This design comes from an exercise in tuning for small area on the open sky130 flow, not from production work.
In this exercise RTL edits were held to simulation tests only and were not proved equivalent to the original.
The clock port is modelled as an ideal driver; clocking choices that lean on that would not hold on a real chip.
Power and IR drop assume default switching activity.

job 7648:
// sdram_ctrl
module sdram_ctrl #(
    parameter CLK_FREQ_MHZ	= 100,	 
    parameter POWERUP_DELAY	= 200,	 
    parameter REFRESH_MS	= 64,	 
    parameter BURST_LENGTH	= 8,	 
    parameter ROW_WIDTH	    = 13,	 
    parameter COL_WIDTH	    = 9,	 
    parameter BA_WIDTH	    = 2,	 
    parameter tCAC		    = 2,	 
    parameter tRAC		    = 5,	 
    parameter tRP		    = 2,	 
    parameter tRC		    = 7,	 
    parameter tMRD		    = 2	     
)
(
    input			        sdram_rst,
    input			        sdram_clk,
    output	[BA_WIDTH-1:0]	ba_o,
    output		            [12:0]  a_o,
    output			        cs_n_o,
    output			        ras_n_o,
    output			        cas_n_o,
    output			        we_n_o,
    output reg	[15:0]	    dq_o,
    output reg	[1:0]	    dqm_o,
    input		[15:0]	    dq_i,
    output reg	        	dq_oe_o,
    output			        cke_o,
    output			        idle_o,
    input		[31:0]	    adr_i,
    output reg	[31:0]	    adr_o,
    input		[15:0]	    dat_i,
    output reg	[15:0]	    dat_o,
    input		[1:0]	    sel_i,
    input			        acc_i,
    output reg		        ack_o,
    input			        we_i
);
    localparam [3:0]
        INIT_POWERUP  = 4'b0000,
        INIT_PRE      = 4'b0001,
        INIT_REF      = 4'b0010,
        INIT_PGM_MODE = 4'b0011,
        READ          = 4'b0100,
        WRITE         = 4'b0101,
        ACTIVATE      = 4'b0110,
        PRE           = 4'b0111,
        IDLE          = 4'b1000,
        PRE_ALL       = 4'b1001,
        REF           = 4'b1010;
    reg  [3:0]  state;
    reg  [3:0]  cc;              
    reg  [10:0] rc;
    reg  [1:0]  ns;              
    reg         nc2;             
    reg         we_r;
    reg  [12:0] row_active[3:0];
    reg  [3:0]  bank_active;
    reg  [12:0] a;
    reg  [1:0]  ba;
    reg         ras_n, cas_n, we_n, a10;
    wire s_init  = ~state[3] & ~state[2];
    wire s_pwr   = s_init & ~state[1] & ~state[0];
    wire s_ipre  = s_init & ~state[1] &  state[0];
    wire s_iref  = s_init &  state[1] & ~state[0];
    wire s_ipgm  = s_init &  state[1] &  state[0];
  ...
For scale: roughly 520 cells after synthesis, about 160 I/O pins.
clock: 10.0 ns
lec_check: 0
cap_margin: 20
core_margin: 2
core_utilization: 75
slew_margin: 20
run.sh (not shown) runs the stock make flow with config.mk's settings and CLKGATE_MAP_FILE= SYNTH_SCRIPT=/design/flow/synth_recipe.tcl, a recipe that flattens the netlist after the stock synthesis.
Job 7648: it failed during clock tree synthesis (4_1_cts), and the tool reported DPL-0038.
The inputs of job 6101 differ from those of job 7648 as listed below.
Settings: CORE_UTILIZATION changed from 75 to 40.
- The final layout from job 6101, which completed every stage, passed the timing, DRC and antenna checks at the end of the flow.
- On last weighted congestion value of the routability-driven placer, the higher figure sits with job 7648, not job 6101.
- Compared to job 7648, job 6101 has placement-stage cell area about 1.6% higher.
- Total placed cells including tap cells: higher on job 6101
- Compared with job 7648, in job 6101 die span in y moved up; HPWL after detailed placement moved down; initial standard-cell utilization of the core moved down; count of mapped cells out of synthesis level.
- Comparing job 7648 against job 6101, there is no change at all in complex-gate fraction of the synthesized area.
- Job 6101 vs job 7648: number of rows created at floorplan up in job 6101
- Compared with job 7648, job 6101 shows a horizontal die dimension that is about 35% higher.


09-18:
The RTL this note starts from:
==> flow/design.v <==
module sdram_ctrl #(
    parameter CLK_FREQ_MHZ	= 100,	 
    parameter POWERUP_DELAY	= 200,	 
    parameter REFRESH_MS	= 64,	 
    parameter BURST_LENGTH	= 8,	 
    parameter ROW_WIDTH	    = 13,	 
    parameter COL_WIDTH	    = 9,	 
    parameter BA_WIDTH	    = 2,	 
    parameter tCAC		    = 2,	 
    parameter tRAC		    = 5,	 
    parameter tRP		    = 2,	 
    parameter tRC		    = 7,	 
    parameter tMRD		    = 2	     
)
(
    input			        sdram_rst,
    input			        sdram_clk,
    output	[BA_WIDTH-1:0]	ba_o,
    output		            [12:0]  a_o,
    output			        cs_n_o,
    output			        ras_n_o,
    output			        cas_n_o,
    output			        we_n_o,
    output reg	[15:0]	    dq_o,
    output reg	[1:0]	    dqm_o,
    input		[15:0]	    dq_i,
    output		        	dq_oe_o,
    output			        cke_o,
    output			        idle_o,
    input		[31:0]	    adr_i,
    output reg	[31:0]	    adr_o,
    input		[15:0]	    dat_i,
    output reg	[15:0]	    dat_o,
    input		[1:0]	    sel_i,
    input			        acc_i,
    output		        ack_o,
    input			        we_i
);
    localparam [3:0]
        INIT_POWERUP  = 4'b0000,
        INIT_PRE      = 4'b0001,
        INIT_REF      = 4'b0010,
        INIT_PGM_MODE = 4'b0011,
        WRITE         = 4'b0101,
        ACTIVATE      = 4'b0110,
        PRE           = 4'b0111,
        IDLE          = 4'b1000,
        PRE_ALL       = 4'b1001,
        REF           = 4'b1010,
        READ          = 4'b1100,
        READ_READ     = 4'b1101,
        READ_PRE      = 4'b1110,
        READ_ACT      = 4'b1111;
    reg  [3:0]  state;
    reg  [3:0]  cc;
    reg  [10:0] rc;
    reg         rq;              
    reg         we_r;
    reg  [12:0] row_active[3:0];
    reg  [3:0]  bank_active;
    reg  [12:0] a;
    reg  [1:0]  ba;
    reg         ras_n, cas_n, we_n;
    wire s_init  = ~state[3] & ~state[2];
    wire s_pwr   = s_init & ~state[1] & ~state[0];
    wire s_ipre  = s_init & ~state[1] &  state[0];
    wire s_iref  = s_init &  state[1] & ~state[0];
    wire s_ipgm  = s_init &  state[1] &  state[0];
    wire s_write = ~state[3] & state[2] & ~state[1];
    wire s_act   = ~state[3] & state[2] &  state[1] & ~state[0];
    wire s_pre   = ~state[3] & state[2] &  state[1] &  state[0];
    wire s_idle  =  state[3] & ~state[2] & ~state[1] & ~state[0];
    wire s_pall  =  state[3] & ~state[2] &  state[0];
    wire s_ref   =  state[3] & ~state[2] &  state[1];
    wire s_read  =  state[3] &  state[2];
    wire [1:0] ns = state[1:0];      
    wire c_eq2 = ~cc[3] & ~cc[2] & cc[1] & ~cc[0];  
    wire c_ge2 = cc[3] | cc[2] | cc[1];             
    wire c_gt2 = c_ge2 & ~c_eq2;                    
    wire c_ge7 = cc[3] | (cc[2] & cc[1] & cc[0]);   
    wire c_9   = cc[3] & cc[0];                     
    wire [1:0]  curr_bank = adr_i[24:23];
    wire [12:0] curr_row = adr_i[22:10];
    wire bact = bank_active[curr_bank];
    wire hit = bact & (row_active[curr_bank] == curr_row);
    wire any_active = |bank_active;
    wire tdet      = (rc == 11'd66);
    wire ns_idle   = (ns == 2'd0);
    wire rfsh      = s_idle & rq;
    wire rd_end    = s_read & c_9;
    wire disp      = (s_idle & ~rq) | s_write | (rd_end & ns_idle);
    wire chw       = s_read & c_ge7 & ~c_9 & ns_idle;
    wire d_wr      = disp & acc_i & hit & we_i;
    wire d_rd      = disp & acc_i & hit & ~we_i;
    wire d_pre     = disp & acc_i & ~hit & bact;
    wire d_act     = disp & acc_i & ~bact;
    wire ch_rd     = chw & acc_i & hit & ~we_i;
    wire ch_pre    = chw & acc_i & bact & ~(hit & ~we_i);
    wire ch_act    = chw & acc_i & ~bact;
    wire act_done  = s_act & cc[1];
    wire pre_done  = s_pre & (cc[1] | cc[0]);
    wire pall_done = s_pall & (cc[1] | cc[0]);
    wire ref_done  = s_ref & cc[2] & cc[1];
    wire pwr_done  = s_pwr & tdet & cc[3] & cc[0];
    wire ipre_done = s_ipre & cc[1] & cc[0];
    wire iref_ref  = s_iref & cc[3];
    wire mrs       = s_iref & ~rc[4] & cc[2] & cc[1] & cc[0];
    wire ipgm_done = s_ipgm & cc[1] & cc[0];
    wire wr_go   = d_wr | (act_done & we_r);
    wire rd_go   = d_rd | (act_done & ~we_r) | ch_rd;
    wire pre_go  = d_pre | ch_pre;
    wire act_go  = d_act | ch_act | pre_done;
    wire pall_go = (rfsh & any_active) | pwr_done;
    wire ref_go  = (rfsh & ~any_active) | pall_done | ipre_done | iref_ref;
    wire dqm_zero = rd_go | (s_read & (~c_ge7 | (ns == 2'd1)));
    assign cs_n_o  = 1'b0;
    assign cke_o   = 1'b1;
    assign ras_n_o = ras_n;
    assign cas_n_o = cas_n;
    assign we_n_o  = we_n;
    assign a_o     = {a[12:11], ~ras_n & (we_n ? a[10] : cas_n & state[0] & ~state[2]), a[9:0]};
    assign ba_o    = ba;
    assign idle_o  = state[3] & ~state[2];
    assign ack_o   = dq_oe_o | (s_read & ~cc[3] & ~cc[2] & cc[1] & cc[0]);
    assign dq_oe_o = ras_n & ~cas_n & ~we_n;
    always @(posedge sdram_clk) begin
        if (sdram_rst) begin
            ras_n <= 1'b1;
            cas_n <= 1'b1;
            we_n <= 1'b1;
            dqm_o <= 2'b11;
        end else begin
            ras_n <= ~(act_go | pre_go | pall_go | ref_go | mrs);
            cas_n <= ~(rd_go | wr_go | ref_go | mrs);
            we_n <= ~(wr_go | pre_go | pall_go | mrs);
            dqm_o <= wr_go ? ~sel_i : {2{~dqm_zero}};
        end
    end
    always @(posedge sdram_clk) begin
        if (sdram_rst)
            dq_o <= 0;
        else if (wr_go)
            dq_o <= dat_i;
    end
    always @(posedge sdram_clk) begin
        if (sdram_rst)
            ba <= 0;
        else if (s_idle | d_wr | d_rd | ch_rd)
            ba <= curr_bank;
    end
    always @(posedge sdram_clk) begin
        if (sdram_rst)
            a <= 0;
        else if (act_go)
            a <= curr_row;
        else if (wr_go | rd_go) begin
            a[12:11] <= adr_i[12:11];
            a[9:0] <= adr_i[10:1];
        end else if (mrs)
            a <= 13'h0223;
    end
    always @(posedge sdram_clk) begin
        if ((disp & acc_i & hit & (s_idle | we_i)) | act_done | (s_read & c_eq2))
            adr_o <= adr_i;
        else if (s_read & c_gt2)
            adr_o[3:1] <= adr_o[3:1] + 3'd1;
    end
    always @(posedge sdram_clk)
        if (s_read & c_ge2)
            dat_o <= dq_i;
    always @(posedge sdram_clk)
        if (disp | chw)
            we_r <= we_i;
    genvar gb;
    generate
        for (gb = 0; gb < 4; gb = gb + 1) begin : g_bank
            always @(posedge sdram_clk) begin
                if (sdram_rst | pall_done | (pre_done & (curr_bank == gb)))
                    bank_active[gb] <= 1'b0;
                else if (act_done & (curr_bank == gb))
                    bank_active[gb] <= 1'b1;
            end
        end
    endgenerate
    always @(posedge sdram_clk)
        if (act_done)
            row_active[curr_bank] <= curr_row;
    always @(posedge sdram_clk) begin
        if (sdram_rst)
            cc <= 4'd0;
        else if (s_idle | s_write | pwr_done | ipre_done | iref_ref | mrs |
                 pre_done | pall_done | act_done | (rd_end & ns_idle))
            cc <= 4'd0;
        else if (rd_end)
            cc <= {2'b00, cc[1], ~cc[1]};
        else if (chw & acc_i & ~cc[3])
            cc <= 4'd10;
        else
            cc <= cc + {3'd0, ~s_pwr | tdet};
    end
    always @(posedge sdram_clk) begin
        if (sdram_rst)
            rc <= 11'd745;
        else if (mrs | rfsh)
            rc <= 11'd233;
        else
            rc <= {rc[9:0], rc[10] ^ rc[8]};
        if (mrs | rfsh)
            rq <= 1'b0;
        else if (tdet)
            rq <= 1'b1;
    end
    always @(posedge sdram_clk) begin
        if (sdram_rst)
            state <= INIT_POWERUP;
        else if (pwr_done)
            state <= INIT_PRE;
        else if (ipre_done)
            state <= INIT_REF;
        else if (mrs)
            state <= INIT_PGM_MODE;
        else if (ipgm_done | ref_done)
            state <= IDLE;
        else if (rfsh)
            state <= any_active ? PRE_ALL : REF;
        else if (pall_done)
            state <= REF;
        else if (pre_done)
            state <= ACTIVATE;
        else if (act_done)
            state <= we_r ? WRITE : READ;
        else if (rd_end & ~ns_idle)
            state <= (ns == 2'd1) ? READ : (ns == 2'd2) ? PRE : ACTIVATE;
        else if (ch_rd)
            state <= READ_READ;
        else if (ch_pre)
            state <= READ_PRE;
        else if (ch_act)
            state <= READ_ACT;
        else if (disp) begin
            if (d_pre)
                state <= PRE;
            else if (d_act)
                state <= ACTIVATE;
            else if (d_wr & ~rd_end)
                state <= WRITE;
            else if (d_rd & ~rd_end)
                state <= READ;
            else
                state <= IDLE;
        end
    end
endmodule
Settings: LEC_CHECK=0, CAP_MARGIN=20, CORE_MARGIN=2, CORE_UTILIZATION=70, SLEW_MARGIN=20; clock period 10.0 ns.
standard.sh (not shown) runs the stock make flow with config.mk's settings and CLKGATE_MAP_FILE= SYNTH_SCRIPT=/design/flow/synth_recipe.tcl, a recipe that flattens the netlist after the stock synthesis.
==> flow/flow/run.sh <==
#!/bin/bash
# The standard layout (standard.sh) with:
#  - the standard flow's synthesis script, but ABC maps for area (flow/abc_area.script)
#  - sky130_fd_sc_hd__buf_1 as the port buffers
#  - a clock tree of clkbuf_4 without dummy loads, with the leaf buffers that
#    drive many flip-flops upsized after CTS (flow/clk_fix.tcl)
# ORFS writes each step's log under orfs/logs; make's output is in make_finish.log.
set -euo pipefail
here=$(pwd)
{
  echo "set ::area_abc_script $here/flow/abc_area.script"
  cat flow/abc_override.tcl
  cat synth_recipe.tcl
} > area_synth.tcl
bash standard.sh \
  "SYNTH_SCRIPT=$here/area_synth.tcl" \
  "BUFFER_PORTS_ARGS=-buffer_cell sky130_fd_sc_hd__buf_1" \
  "CTS_ARGS=-sink_clustering_enable -repair_clock_nets -buf_list sky130_fd_sc_hd__clkbuf_4 -dont_use_dummy_load" \
  "POST_CTS_TCL=$here/flow/clk_fix.tcl" \
  finish > make_finish.log 2>&1
==> flow/flow/abc_area.script <==
&get -n
&st
&deepsyn -J 200
&dch
&nf -a -R 1000
&put
==> flow/flow/abc_override.tcl <==
# Run Yosys's abc with an area-oriented ABC script in place of the one the
# ORFS synthesis script passes; everything else in the synthesis is unchanged.
proc abc {args} {
  set i [lsearch -exact $args -script]
  if {$i >= 0} { lset args [expr {$i + 1}] $::area_abc_script }
  yosys abc {*}$args
}
==> flow/flow/clk_fix.tcl <==
set_propagated_clock [all_clocks]
set cf_limit 0.110
set cf_next [dict create sky130_fd_sc_hd__clkbuf_4 sky130_fd_sc_hd__clkbuf_8 sky130_fd_sc_hd__clkbuf_8 sky130_fd_sc_hd__clkbuf_16]
for {set cf_pass 0} {$cf_pass < 4} {incr cf_pass} {
  estimate_parasitics -placement
  set cf_up {}
  foreach inst [get_cells -filter "ref_name =~ sky130_fd_sc_hd__clkbuf_*"] {
    set out [get_pins -of_objects $inst -filter "direction == output"]
    set leaf 0
    foreach p [get_pins -of_objects [get_nets -of_objects $out] -filter "direction == input"] {
      if {![string match sky130_fd_sc_hd__clkbuf_* [get_property [get_cells -of_objects $p] ref_name]]} { set leaf 1 }
    }
    set slew [get_property $out slew_max]
    set ref [get_property $inst ref_name]
    puts "clk_fix: pass $cf_pass [get_full_name $inst] $ref leaf $leaf estimated slew $slew"
    if {$leaf && $slew > $cf_limit && [dict exists $cf_next $ref]} { lappend cf_up $inst }
  }
  if {[llength $cf_up] == 0} { break }
  foreach inst $cf_up {
    set ref [dict get $cf_next [get_property $inst ref_name]]
    replace_cell $inst $ref
    puts "clk_fix: [get_full_name $inst] -> $ref"
  }
}
detailed_placement
check_placement -verbose
estimate_parasitics -placement
Modified inputs, 09-01 compared to 09-18
Settings: swapping 70 for 60 in CORE_UTILIZATION.
[summary]
| static power due to leakage | 09-18 vs 09-01 | ≈ equal |
Compared with 09-18, via total after detailed routing in 09-01 decreased by a few percent.
Against 09-18, 09-01 comes in 0.3 points lower on combinational share of power.
Looking at initial standard-cell utilization of the core, 09-01 sits below 09-18.
Diff 09-18 -> 09-01: switching part of the total lost 0.41 points, die area has increased, placed cell count shows an increase of about 4%.

-- re-timing with driven ports --
In the flow no input, the clock included, has a driving cell. The finished layouts below were timed again as built, in two steps. Step 1: set_driving_cell puts a clkbuf_16 on sdram_clk and a buf_2 on each other input, an assumption about the parent block. Step 2 adds t to the input delays and takes it off the output delays; t is the mean of the earliest and latest rising clock arrival at the registers after step 1. Input paths then give back, and output paths get back, about the clock's delay inside the block. a / b / c = no drivers / after step 1 / after step 2; a / b = the first two.
run	shift t [ns]	slack for setup (ns)	pins driven straight from the clock port
job 6101	0.467	5.064 / 5.082 / 4.615	1
09-18	0.568	4.000 / 4.004 / 3.436	1
09-01	0.540	4.173 / 4.180 / 3.640	1
After both steps every run listed still meets setup and hold. The setup slack of 09-18, which loses most, moves by +0.004 ns with the drivers and by -0.564 ns with both steps.
